This design comes from an exercise in tuning for a short achievable clock period and few clock cycles on the open sky130 flow, not from production work.
Only the layout flow was run in this run; the RTL was not checked for function there.
Power figures rest on the tool's default switching activity, not on a simulated workload.

==> flow/run.sh <==
#!/bin/bash
# synth_recipe.tcl (not shown) runs the flow's synth.tcl, then flattens the netlist and writes it again
# the make line also repeats each setting of config.mk as NAME=value (left out here)
make -C /OpenROAD-flow-scripts/flow DESIGN_CONFIG=/design/flow/config.mk WORK_HOME=/design/flow/orfs CLKGATE_MAP_FILE= SYNTH_SCRIPT=/design/flow/synth_recipe.tcl finish
==> flow/constraint.sdc <==
create_clock -name core_clock -period 8.0 [get_ports {clk}]
set_input_delay 1.6000 -clock core_clock [delete_from_list [all_inputs] [get_ports {clk}]]
set_output_delay 1.6000 -clock core_clock [all_outputs]
set_load 0.01 [all_outputs]
==> flow/design.v <==
package rv32_pkg;
  localparam logic [6:0] OP_LUI    = 7'b0110111;
  localparam logic [6:0] OP_AUIPC  = 7'b0010111;
  localparam logic [6:0] OP_JAL    = 7'b1101111;
  localparam logic [6:0] OP_JALR   = 7'b1100111;
  localparam logic [6:0] OP_BRANCH = 7'b1100011;
  localparam logic [6:0] OP_LOAD   = 7'b0000011;
  localparam logic [6:0] OP_STORE  = 7'b0100011;
  localparam logic [6:0] OP_IMM    = 7'b0010011;
  localparam logic [6:0] OP_REG    = 7'b0110011;
endpackage
module rv32_alu (
  input logic [31:0] a,
  input logic [31:0] b,
  input logic [31:0] link,
  input logic arith,
  input logic [9:0] sel,
  output logic [31:0] y
);
  logic [31:0] sum, diff;
  logic lt, ltu;
  logic [31:0] sll_y, sr_y;
  logic [32:0] sr_in;
  logic co_s, co_d;
  rv32_add u_sum (.a(a), .b(b), .ci(1'b0), .y(sum), .co(co_s));
  rv32_add u_diff (.a(a), .b(~b), .ci(1'b1), .y(diff), .co(co_d));
  rv32_ltu u_ltu (.a(a), .b(b), .ltu(ltu));
  assign lt = ltu ^ a[31] ^ b[31];
  assign sll_y = a << b[4:0];
  assign sr_in = {arith & a[31], a};
  assign sr_y = 32'($signed(sr_in) >>> b[4:0]);
  assign y = ({32{sel[0]}} & sum)
           | ({32{sel[9]}} & diff)
           | ({32{sel[1]}} & (a & b))
           | ({32{sel[2]}} & (a | b))
           | ({32{sel[3]}} & (a ^ b))
           | {31'd0, (sel[4] & lt) | (sel[5] & ltu)}
           | ({32{sel[6]}} & sll_y)
           | ({32{sel[7]}} & sr_y)
           | ({32{sel[8]}} & link);
endmodule
module rv32_branch_unit (
  input logic [5:0] csel,
  input logic [31:0] a,
  input logic [31:0] b,
  output logic hit
);
  logic eq, lt, ltu;
  assign eq = (a == b);
  rv32_ltu u_ltu (.a(a), .b(b), .ltu(ltu));
  assign lt = ltu ^ a[31] ^ b[31];
  assign hit = (csel[0] & eq) | (csel[1] & !eq) | (csel[2] & lt) | (csel[3] & !lt)
             | (csel[4] & ltu) | (csel[5] & !ltu);
endmodule
module rv32_add #(parameter int W = 32) (
  input logic [W-1:0] a,
  input logic [W-1:0] b,
  input logic ci,
  output logic [W-1:0] y,
  output logic co
);
  localparam int L = $clog2(W);
  logic [W-1:0] g [0:L];
  logic [W-1:0] p [0:L];
  logic [W-1:0] x;
  always_comb begin
    x = a ^ b;
    g[0] = a & b;
    p[0] = x;
    g[0][0] = (a[0] & b[0]) | (x[0] & ci);
    for (int k = 0; k < L; k++) begin
      for (int i = 0; i < W; i++) begin
        if (i >= (1 << k)) begin
          g[k+1][i] = g[k][i] | (p[k][i] & g[k][i - (1 << k)]);
          p[k+1][i] = p[k][i] & p[k][i - (1 << k)];
        end else begin
          g[k+1][i] = g[k][i];
          p[k+1][i] = p[k][i];
        end
      end
    end
    y[0] = x[0] ^ ci;
    for (int i = 1; i < W; i++) y[i] = x[i] ^ g[L][i-1];
    co = g[L][W-1];
  end
endmodule
module rv32_ltu #(parameter int W = 32) (
  input logic [W-1:0] a,
  input logic [W-1:0] b,
  output logic ltu
);
  localparam int L = $clog2(W);
  logic [W-1:0] g [0:L];
  logic [W-1:0] p [0:L];
  always_comb begin
    g[0] = a & ~b;
    p[0] = a | ~b;
    for (int k = 0; k < L; k++) begin
      for (int i = 0; i < W; i++) begin
        if (i >= (1 << k)) begin
          g[k+1][i] = g[k][i] | (p[k][i] & g[k][i - (1 << k)]);
          p[k+1][i] = p[k][i] & p[k][i - (1 << k)];
        end else begin
          g[k+1][i] = g[k][i];
          p[k+1][i] = p[k][i];
        end
      end
    end
    ltu = !(g[L][W-1] | p[L][W-1]);
  end
endmodule
module rv32_regfile (
  input logic clk,
  input logic [4:0] raddr1,
  input logic [4:0] raddr2,
  output logic [31:0] rdata1,
  output logic [31:0] rdata2,
  input logic we,
  input logic [4:0] waddr,
  input logic [31:0] wdata
);
  logic [31:0] regs [1:31];
  always_ff @(posedge clk) begin
    if (we && (waddr != 5'd0)) regs[waddr] <= wdata;
  end
  always_comb begin
    rdata1 = (raddr1 == 5'd0) ? 32'd0 : regs[raddr1];
    rdata2 = (raddr2 == 5'd0) ? 32'd0 : regs[raddr2];
  end
endmodule
module rv32_core (
  input logic clk,
  input logic rst_n,
  output logic [31:0] imem_addr,
  input logic [31:0] imem_rdata,
  output logic dmem_valid,
  output logic dmem_we,
  output logic [31:0] dmem_addr,
  output logic [31:0] dmem_wdata,
  output logic [3:0] dmem_wstrb,
  input logic dmem_ready,
  input logic [31:0] dmem_rdata,
  output logic mmio_we,
  output logic [31:0] mmio_addr,
  output logic [31:0] mmio_wdata,
  input logic [31:0] mmio_rdata
);
  localparam int BHT_N = 64;
  logic stall_mem;    
  logic stall_id;     
  logic redirect;     
  logic [31:0] redirect_pc;
  logic [31:0] pc_q, pc_a, pc_b, pc_b_d, if_pc4;
  logic pc_sel;
  logic [31:0] fi;
  logic f_is_jal, f_is_br, f_pred, f_bpred;
  logic [31:0] f_target;
  logic [1:0] bht [0:BHT_N-1];
  logic [1:0] f_ctr;
  assign pc_q = pc_sel ? pc_a : pc_b;
  assign imem_addr = pc_q;
  assign fi = imem_rdata;
  assign if_pc4 = pc_q + 32'd4;
  assign f_is_jal = (fi[6:0] == rv32_pkg::OP_JAL);
  assign f_is_br = (fi[6:0] == rv32_pkg::OP_BRANCH);
  assign f_ctr = bht[pc_q[7:2]];
  assign f_bpred = (f_ctr == 2'b11) | ((f_ctr != 2'b00) & fi[31]);
  assign f_pred = f_is_jal | (f_is_br & f_bpred);
  logic [31:0] f_tj, f_tb;
  assign f_tj = pc_q + {{12{fi[31]}}, fi[19:12], fi[20], fi[30:21], 1'b0};
  assign f_tb = pc_q + {{20{fi[31]}}, fi[7], fi[30:25], fi[11:8], 1'b0};
  assign f_target = ({32{fi[3]}} & f_tj) | ({32{!fi[3]}} & f_tb);
  always_comb begin
    if (stall_id) pc_b_d = pc_q;
    else if (f_pred) pc_b_d = f_target;
    else pc_b_d = if_pc4;
  end
  logic ifid_valid;
  logic [31:0] ifid_pc, ifid_pc4, ifid_instr;
  logic ifid_pred;
  logic [31:0] di;
  logic [6:0] d_op;
  logic [2:0] d_f3;
  logic [4:0] d_rs1, d_rs2, d_rd;
  logic d_lui, d_auipc, d_jal, d_jalr, d_br, d_ld, d_st, d_opi, d_opr;
  logic d_use1, d_use2, d_regw, d_srcimm, d_arith;
  logic [9:0] d_sel;
  logic [31:0] d_imm_i, d_imm_s, d_imm_b, d_imm_u, d_imm;
  logic [31:0] d_pcimm, d_alt;
  logic [31:0] rf_r1, rf_r2, d_v1, d_v2;
  assign di = ifid_instr;
  assign d_op = di[6:0];
  assign d_f3 = di[14:12];
  assign d_rs1 = di[19:15];
  assign d_rs2 = di[24:20];
  assign d_rd = di[11:7];
  assign d_lui = (d_op == rv32_pkg::OP_LUI);
  assign d_auipc = (d_op == rv32_pkg::OP_AUIPC);
  assign d_jal = (d_op == rv32_pkg::OP_JAL);
  assign d_jalr = (d_op == rv32_pkg::OP_JALR);
  assign d_br = (d_op == rv32_pkg::OP_BRANCH);
  assign d_ld = (d_op == rv32_pkg::OP_LOAD);
  assign d_st = (d_op == rv32_pkg::OP_STORE);
  assign d_opi = (d_op == rv32_pkg::OP_IMM);
  assign d_opr = (d_op == rv32_pkg::OP_REG);
  assign d_use1 = d_jalr | d_br | d_ld | d_st | d_opi | d_opr;
  assign d_use2 = d_br | d_st | d_opr;
  assign d_regw = (d_lui | d_auipc | d_jal | d_jalr | d_ld | d_opi | d_opr) && (d_rd != 5'd0);
  assign d_srcimm = !(d_opr | d_br);
  assign d_arith = di[30];
  always_comb begin
    d_sel = 10'd0;
    if (d_opr | d_opi) begin
      unique case (d_f3)
        3'b000: if (d_opr & di[30]) d_sel[9] = 1'b1; else d_sel[0] = 1'b1;
        3'b001: d_sel[6] = 1'b1;
        3'b010: d_sel[4] = 1'b1;
        3'b011: d_sel[5] = 1'b1;
        3'b100: d_sel[3] = 1'b1;
        3'b101: d_sel[7] = 1'b1;
        3'b110: d_sel[2] = 1'b1;
        default: d_sel[1] = 1'b1;
      endcase
    end else if (d_jal | d_jalr) begin
      d_sel[8] = 1'b1;
    end else begin
      d_sel[0] = 1'b1;    
    end
  end
  assign d_imm_i = {{20{di[31]}}, di[31:20]};
  assign d_imm_s = {{20{di[31]}}, di[31:25], di[11:7]};
  assign d_imm_b = {{20{di[31]}}, di[7], di[30:25], di[11:8], 1'b0};
  assign d_imm_u = {di[31:12], 12'd0};
  logic [31:0] d_pcu;
  assign d_pcimm = ifid_pc + d_imm_b;
  assign d_pcu = ifid_pc + d_imm_u;
  assign d_alt = ifid_pred ? ifid_pc4 : d_pcimm;
  always_comb begin
    if (d_st) d_imm = d_imm_s;
    else if (d_lui) d_imm = d_imm_u;
    else if (d_auipc) d_imm = d_pcu;
    else d_imm = d_imm_i;
  end
  logic exmem_wr, exmem_ld, exmem_st, exmem_sign;
  logic [1:0] exmem_size;
  logic [4:0] exmem_rd;
  logic [31:0] exmem_res, exmem_sdata;
  logic memwb_wr;
  logic [4:0] memwb_rd;
  logic [31:0] memwb_res;
  rv32_regfile u_rf (
    .clk(clk),
    .raddr1(d_rs1), .raddr2(d_rs2),
    .rdata1(rf_r1), .rdata2(rf_r2),
    .we(memwb_wr), .waddr(memwb_rd), .wdata(memwb_res)
  );
  assign d_v1 = !d_use1 ? 32'd0 : (memwb_wr && memwb_rd == d_rs1) ? memwb_res : rf_r1;
  assign d_v2 = (memwb_wr && memwb_rd == d_rs2) ? memwb_res : rf_r2;
  logic idex_valid, idex_wr, idex_ld, idex_st, idex_br, idex_jalr;
  logic idex_pred, idex_arith, idex_sign;
  logic [1:0] idex_size;
  logic [9:0] idex_sel;
  logic [4:0] idex_rd;
  logic [5:0] idex_bidx;
  logic [31:0] idex_v1, idex_v2, idex_imm, idex_link, idex_alt;
  logic idex_fa_m, idex_fa_w, idex_fb_m, idex_fb_w;
  logic [2:0] idex_sa;
  logic [8:0] idex_pair;
  logic [5:0] idex_csel;    
  logic [8:0] idex_pbr;    
  logic idex_sbv, idex_sbm, idex_sbw;
  logic [31:0] idex_bv;
  assign stall_id = ifid_valid && idex_ld && idex_wr &&
                    ((d_use1 && idex_rd == d_rs1) || (d_use2 && idex_rd == d_rs2));
  logic d_go;
  assign d_go = ifid_valid && !redirect && !stall_id;
  logic d_fa_m, d_fa_w, d_fb_m, d_fb_w;
  assign d_fa_m = d_use1 && idex_wr && idex_rd == d_rs1;
  assign d_fa_w = d_use1 && !d_fa_m && exmem_wr && exmem_rd == d_rs1;
  assign d_fb_m = idex_wr && idex_rd == d_rs2;
  assign d_fb_w = !d_fb_m && exmem_wr && exmem_rd == d_rs2;
  logic [2:0] d_sa, d_sb;    
  assign d_sa = {d_fa_w, d_fa_m, !d_fa_m && !d_fa_w};
  assign d_sb = {d_fb_w, d_fb_m, !d_fb_m && !d_fb_w};
  logic [31:0] ex_a, ex_rs2, ex_b, ex_y, ex_sdata;
  logic ex_cond, ex_taken;
  logic [31:0] src [0:2];
  assign src[0] = idex_v1;
  assign src[1] = exmem_res;
  assign src[2] = memwb_res;
  logic [31:0] srcb [0:2];
  assign srcb[0] = idex_v2;
  assign srcb[1] = exmem_res;
  assign srcb[2] = memwb_res;
  assign ex_a = ({32{idex_sa[0]}} & idex_v1)
              | ({32{idex_sa[1]}} & exmem_res)
              | ({32{idex_sa[2]}} & memwb_res);
  assign ex_rs2 = ({32{idex_fb_m}} & exmem_res)
                | ({32{idex_fb_w}} & memwb_res)
                | ({32{!idex_fb_m && !idex_fb_w}} & idex_v2);
  assign ex_b = ({32{idex_sbv}} & idex_bv)
              | ({32{idex_sbm}} & exmem_res)
              | ({32{idex_sbw}} & memwb_res);
  rv32_alu u_alu (
    .a(ex_a), .b(ex_b), .link(idex_link),
    .arith(idex_arith), .sel(idex_sel), .y(ex_y)
  );
  logic [8:0] ex_pcond;
  logic [31:0] ex_jt [0:2];
  logic [31:0] ex_jtarget;
  for (genvar i = 0; i < 3; i++) begin : g_a
    for (genvar j = 0; j < 3; j++) begin : g_b
      rv32_branch_unit u_bru (.csel(idex_csel), .a(src[i]), .b(srcb[j]), .hit(ex_pcond[3*i+j]));
    end
    assign ex_jt[i] = src[i] + idex_imm;
  end
  assign ex_cond = |(ex_pcond & idex_pair);
  assign ex_taken = ex_cond ^ idex_pred;
  assign ex_jtarget = ({32{idex_sa[0]}} & ex_jt[0])
                    | ({32{idex_sa[1]}} & ex_jt[1])
                    | ({32{idex_sa[2]}} & ex_jt[2]);
  assign redirect = idex_jalr || |(ex_pcond & idex_pbr);
  assign redirect_pc = idex_jalr ? {ex_jtarget[31:1], 1'b0} : idex_alt;
  always_comb begin
    unique case (idex_size)
      2'd0: ex_sdata = {4{ex_rs2[7:0]}};
      2'd1: ex_sdata = {2{ex_rs2[15:0]}};
      default: ex_sdata = ex_rs2;
    endcase
  end
  logic mem_mmio;
  logic [31:0] mem_raw, mem_sh, mem_load, mem_res;
  assign mem_mmio = (exmem_res[31:28] == 4'hF);
  assign dmem_valid = (exmem_ld || exmem_st) && !mem_mmio;
  assign dmem_we = exmem_st && !mem_mmio;
  assign dmem_addr = exmem_res;
  assign dmem_wdata = exmem_sdata;
  always_comb begin
    unique case (exmem_size)
      2'd0: dmem_wstrb = 4'b0001 << exmem_res[1:0];
      2'd1: dmem_wstrb = exmem_res[1] ? 4'b1100 : 4'b0011;
      default: dmem_wstrb = 4'b1111;
    endcase
  end
  assign mmio_we = exmem_st && mem_mmio;
  assign mmio_addr = exmem_res;
  assign mmio_wdata = exmem_sdata;
  assign stall_mem = dmem_valid && !dmem_ready;
  always_comb begin
    mem_raw = mem_mmio ? mmio_rdata : dmem_rdata;
    mem_sh = mem_raw >> {exmem_res[1:0], 3'b000};
    unique case (exmem_size)
      2'd0: mem_load = {{24{exmem_sign & mem_sh[7]}}, mem_sh[7:0]};
      2'd1: mem_load = {{16{exmem_sign & mem_sh[15]}}, mem_sh[15:0]};
      default: mem_load = mem_sh;
    endcase
    mem_res = exmem_ld ? mem_load : exmem_res;
  end
  always_ff @(posedge clk) begin
    if (!rst_n) begin
      pc_b <= 32'd0;
      pc_sel <= 1'b0;
      ifid_valid <= 1'b0;
      idex_valid <= 1'b0;
      idex_wr <= 1'b0;
      idex_ld <= 1'b0;
      idex_st <= 1'b0;
      idex_br <= 1'b0;
      idex_jalr <= 1'b0;
      exmem_wr <= 1'b0;
      exmem_ld <= 1'b0;
      exmem_st <= 1'b0;
      memwb_wr <= 1'b0;
    end else if (!stall_mem) begin
      pc_b <= pc_b_d;
      pc_sel <= redirect;
      if (redirect) ifid_valid <= 1'b0;
      else if (!stall_id) ifid_valid <= 1'b1;
      idex_valid <= d_go;
      idex_wr <= d_go && d_regw;
      idex_ld <= d_go && d_ld;
      idex_st <= d_go && d_st;
      idex_br <= d_go && d_br;
      idex_jalr <= d_go && d_jalr;
      exmem_wr <= idex_wr;
      exmem_ld <= idex_ld;
      exmem_st <= idex_st;
      memwb_wr <= exmem_wr;
    end
  end
  always_ff @(posedge clk) begin
    if (!stall_mem) begin
      if (!stall_id) begin
        ifid_pc <= pc_q;
        ifid_pc4 <= if_pc4;
        ifid_instr <= fi;
        ifid_pred <= f_pred;
      end
      pc_a <= redirect_pc;
      idex_pred <= ifid_pred;
      idex_arith <= d_arith;
      idex_sign <= !d_f3[2];
      idex_size <= d_f3[1:0];
      idex_sel <= d_sel;
      idex_rd <= d_rd;
      idex_bidx <= ifid_pc[7:2];
      idex_v1 <= d_v1;
      idex_v2 <= d_v2;
      idex_imm <= d_imm_i;
      idex_link <= ifid_pc4;
      idex_alt <= d_alt;
      idex_fa_m <= d_fa_m;
      idex_fa_w <= d_fa_w;
      idex_fb_m <= d_fb_m;
      idex_fb_w <= d_fb_w;
      idex_sa <= d_sa;
      for (int i = 0; i < 3; i++)
        for (int j = 0; j < 3; j++)
          idex_pair[3*i+j] <= d_sa[i] & d_sb[j];
      for (int i = 0; i < 3; i++)
        for (int j = 0; j < 3; j++)
          idex_pbr[3*i+j] <= d_go && d_br && d_sa[i] && d_sb[j];
      idex_csel <= '0;
      unique case ({d_f3[2:1], d_f3[0] ^ ifid_pred})
        3'b000: idex_csel[0] <= 1'b1;
        3'b001: idex_csel[1] <= 1'b1;
        3'b100: idex_csel[2] <= 1'b1;
        3'b101: idex_csel[3] <= 1'b1;
        3'b110: idex_csel[4] <= 1'b1;
        3'b111: idex_csel[5] <= 1'b1;
        default: ;
      endcase
      idex_bv <= d_srcimm ? d_imm : d_v2;
      idex_sbv <= d_srcimm || d_sb[0];
      idex_sbm <= !d_srcimm && d_sb[1];
      idex_sbw <= !d_srcimm && d_sb[2];
      exmem_rd <= idex_rd;
      exmem_res <= ex_y;
      exmem_sdata <= ex_sdata;
      exmem_size <= idex_size;
      exmem_sign <= idex_sign;
      memwb_rd <= exmem_rd;
      memwb_res <= mem_res;
    end
  end
  logic bu_en, bu_taken;
  logic [5:0] bu_idx;
  always_ff @(posedge clk) begin
    if (!rst_n) bu_en <= 1'b0;
    else bu_en <= !stall_mem && idex_valid && idex_br;
    bu_taken <= ex_taken;
    bu_idx <= idex_bidx;
  end
  always_ff @(posedge clk) begin
    if (!rst_n) begin
      for (int i = 0; i < BHT_N; i++) bht[i] <= 2'b01;
    end else if (bu_en) begin
      if (bu_taken && bht[bu_idx] != 2'b11) bht[bu_idx] <= bht[bu_idx] + 2'd1;
      if (!bu_taken && bht[bu_idx] != 2'b00) bht[bu_idx] <= bht[bu_idx] - 2'd1;
    end
  end
endmodule
==> flow/config.mk <==
export PLATFORM = sky130hd
export DESIGN_NAME = rv32_core
export DESIGN_NICKNAME = rv32_core
export VERILOG_FILES = /design/flow/design.v
export SDC_FILE = /design/flow/constraint.sdc
export NUM_CORES = 4
export LEC_CHECK = 0
export ABC_CLOCK_PERIOD_IN_PS = 4000
export CAP_MARGIN = 20
export CORE_MARGIN = 2
export CORE_UTILIZATION = 40
export PLACE_DENSITY = 0.6
export SETUP_SLACK_MARGIN = 4.0
export SLEW_MARGIN = 20
export TNS_END_PERCENT = 100
==> metrics.csv <==
metric,value,unit
hold crit path type,reg2reg,
PortBufs,265,
Vias/cell,6.531,
Post-layout nets,10097,
Worst-Skew Late Latency,0.91,ns
commonest register cell after synthesis,edfxtp_1,
slew of the pin with the lowest slew margin,1.220,ns
min-delay src,idex_bidx[1],
First DRT Iteration DRCs,12276,
"Avg Cell Area, Syn",11.95,um^2
hold slack final,0.3360,ns
post-synth net total,9427,
Worst Slack Setup Final,3.659,ns
sequential-to-total area share from yosys stat,47.41,%
clk slew on worst S/H paths,0.06,ns
vias in the first global route,80612,
"Arr. time, crit path",4.93,ns
clk_skew,0.08949,ns
outcome,finished clean,
endpoints failing setup,0,
global placement routability congestion,1.034,
Fin. Hold Viols,0,
max-slew violations,0,
CP Capture Type,flop,
Final Cell Area,125200,um^2
area growth from synthesis to layout,21.56,%
Synth Area in Compound Gates,13.17,%
Slew HR,18.12,%
post-route clock period utilization,54.27,%
first-pass GRT wire length,622.1,mm
crit path max fanout,7,
Max Cap Viol,0,
Total GRT Usage,33.39,%
Async SR Flop Fraction,0,%
die width,511.5,um
"flops & latches, synth",1647,
post-route ant nets,0,
hold_buf cts,0,
RSZ-0062 raised after global routing,yes,
DP HPWL,297.6,mm
post-synthesis mux area share,15.88,%
largest family of logic cells by synthesized area,multiplexers,
Die ar.,261600,um^2
Crit Path Category,reg2reg,
pre-CTS setup slack,2.430,ns
Initial Util,40.17,%
Rows,186,
clk sink count,1647,
setup TNS,0,ns
PD cells,191.6,nW/um^2
warning count from the yosys run,14,
TritonCTS clock tree,yes,
number of detailed-route iterations in the first pass,13,
Ports,266,
Synth Cell Area,103000,um^2
reg2reg path depth,19,
Die H,511.5,um
Critical Path Source,idex_sa[2],
share of layout cells above drive strength 1,24.09,%
CP required,8.58,ns
dpl cell area,110200,um^2
largest net degree at the start of global routing,128,
XOR/XNOR Fraction of Synth Area,1.896,%
htree depth,4,
total gr overflow,0,
leakage,46.67,nW
Root Driver,clkbuf_16,
R2R Setup Slk,3.66,ns
via count,83866,
Unique masters post-synth,95,
Final min period,4.341,ns
hold worst-path end,bu_idx[1],
routed len/inst,35.45,um
core region area,256500,um^2
CP startpoint kind,flop,
antenna violations before repair,35,
Routed WL,455.2,mm
number of synthesized flops with an enable pin,1585,
Reg-to-Reg End,exmem_res[28],
Synth Instances,8623,
"IR drop worst, VDD",0.2365,mV
Num CTS Buffers,182,
origin of the critical flop-to-flop path,idex_sa[2],
Max Clock Freq,230.3,MHz
Max clock buf depth,3,
Synth Area in Adders,8.629,%
drt drc,0,
Synth Area in Simple Gates,9.050,%
Min-Delay Path Depth,0,
## Yosys cell counts (119+ instances only)
master | n | area (um^2)
a21oi_1 | 584 | 2923
a211oi_1 | 134 | 1006
clkbuf_1 | 353 | 1325
mux2i_1 | 298 | 2983
inv_1 | 395 | 1483
nor2_1 | 710 | 2665
nand2_1 | 674 | 2530
a21o_1 | 119 | 893.4
mux4_2 | 571 | 12860
o21ai_0 | 466 | 2332
ha_1 | 696 | 8708
nor3_1 | 125 | 625.6
xnor2_1 | 121 | 1060
edfxtp_1 | 1585 | 47600
## critical path, stage by stage (launching register included)
cell	delay, ns
edfxtp_1	0.52
buf_6	0.20
a222oi_1	0.33
buf_4	0.22
inv_4	0.06
ha_4	0.16
fa_2	0.36
nor2b_4	0.15
o21a_1	0.21
o21bai_2	0.16
a21oi_2	0.10
o21a_2	0.26
o211ai_1	0.19
buf_4	0.18
buf_6	0.12
a2111oi_4	0.08
o41ai_2	0.28
inv_1	0.10
a221oi_2	0.27
o221ai_1	0.13
## registers in the layout, indices dropped and copies added, names as in the netlist, 30 cells and up, named ones only
| signal | flops |
|---|---|
| u_rf.regs | 992 |
| idex_v1 | 32 |
| pc_a | 32 |
| idex_alt | 32 |
| pc_b | 32 |
| ifid_pc | 32 |
| idex_link | 32 |
| idex_v2 | 32 |
| ifid_pc4 | 30 |
| bht | 128 |
| exmem_res | 32 |
| idex_bv | 32 |
| ifid_instr | 32 |
| exmem_sdata | 32 |
| memwb_res | 32 |
## logic make-up (layout without fill, tap and decap cells)
| family | after synthesis | after routing |
|---|---|---|
| AOI/OAI and AO/OA | 2084 | 2084 |
| xor gates and xnor gates | 223 | 223 |
| adders and majority gates | 705 | 705 |
| buffers and inverters | 987 | 1806 |
| DFF | 1647 | 1647 |
| muxes | 913 | 913 |
| other | 0 | 12 |
| and+or+nand+nor | 2064 | 2068 |
## worst max path at each step
| stage | endpoint |
|---|---|
| after floorplan | exmem_res[28] |
| after global placement | exmem_res[24] |
| after detailed placement | exmem_res[24] |
| after CTS | idex_bv[12] |
| after global routing | exmem_res[28] |
| final | exmem_res[28] |
## routing by layer
| layer | up-vias | global-route usage, % | routed length (um) | part of all wire (%) |
|---|---|---|---|---|
| met5 | - | 0 | 266 | 0.058 |
| met4 | 34 | 18.48 | 31610 | 6.9 |
| met3 | 1204 | 8.470 | 51660 | 11 |
| met2 | 5621 | 49.67 | 195900 | 43 |
| met1 | 42351 | 44.51 | 175700 | 39 |
| li1 | 34656 | - | - | - |
## layout make-up
class / instances / area, um^2
Fill cell: 22489 / 131200
Sequential cell: 1647 / 48880
Tap cell: 3384 / 4234
Clock buffer: 218 / 4730
Inverter: 410 / 1784
Timing Repair Buffer: 1052 / 10660
Multi-Input combinational cell: 5993 / 53410
Antenna cell: 12 / 30.03
Clock inverter: 119 / 1434
Timing Repair inverter: 7 / 66.31
## power breakdown
| group | leakage [nW] | switching, mW | internal (mW) |
|---|---|---|---|
| Sequential | 15.7 | 0.342 | 9.78 |
| Combinational | 28.0 | 3.15 | 2.02 |
| Clock | 2.98 | 3.79 | 4.92 |
| Total | 46.7 | 7.28 | 16.7 |
## cell usage in the layout, fill, tap and decap left out, drive strengths merged, types with 69 or more instances in the layout
cell,count
o21bai,72
nor4,69
mux4,571
nor2,710
a21o,119
ha,696
o21ai,469
inv,394
a21oi,585
nor3,127
a211oi,136
clkdlybuf4s50,206
mux2i,300
buf,762
edfxtp,1585
clkbuf,240
clkinv,96
nand2,674
nand4,79
xor2,102
nand3,75
xnor2,121
## stage by stage
stage | power (mW) | cells | util (%)
2_1_floorplan | 12.60 | 8623 | -
3_3_place_gp | 14.44 | 11960 | 42.98
3_5_place_dp | 14.46 | 11962 | 42.99
4_1_cts | 23.69 | 12691 | 47.80
5_1_grt | 24.60 | 12835 | 48.82
6_report | 24.00 | 12842 | 48.83
## repair_timing
action | in CTS | in global routing
buffers inserted | 360 | 125
gates resized for setup | 639 | 347
pin swaps | 129 | 167
endpoints found under the setup margin | 835 | 393
gates cloned | 32 | 14

afterwards: timing with drivers on the ports:
In the flow no input, the clock included, has a driving cell. The finished layout below was timed again as built, in two steps. Step 1 assumes that a clkbuf_16 drives the clock port and a buf_2 every other input. Step 2, shift: input delay + t, output delay - t, t = (earliest + latest rising clock arrival at the registers) / 2. This alone moves slack from input paths to output paths. Slacks: ideal / step 1 / step 2; pairs: ideal / step 1.
shift t [ns]: 0.955
setup slack, ns: 3.659 / 3.659 / 3.075
slew at the worst register clock pin (ns): 0.07 / 0.07
After both steps this run still meets setup and hold. The setup slack of this run moves by 0.000 ns with the drivers and by -0.584 ns with both steps.
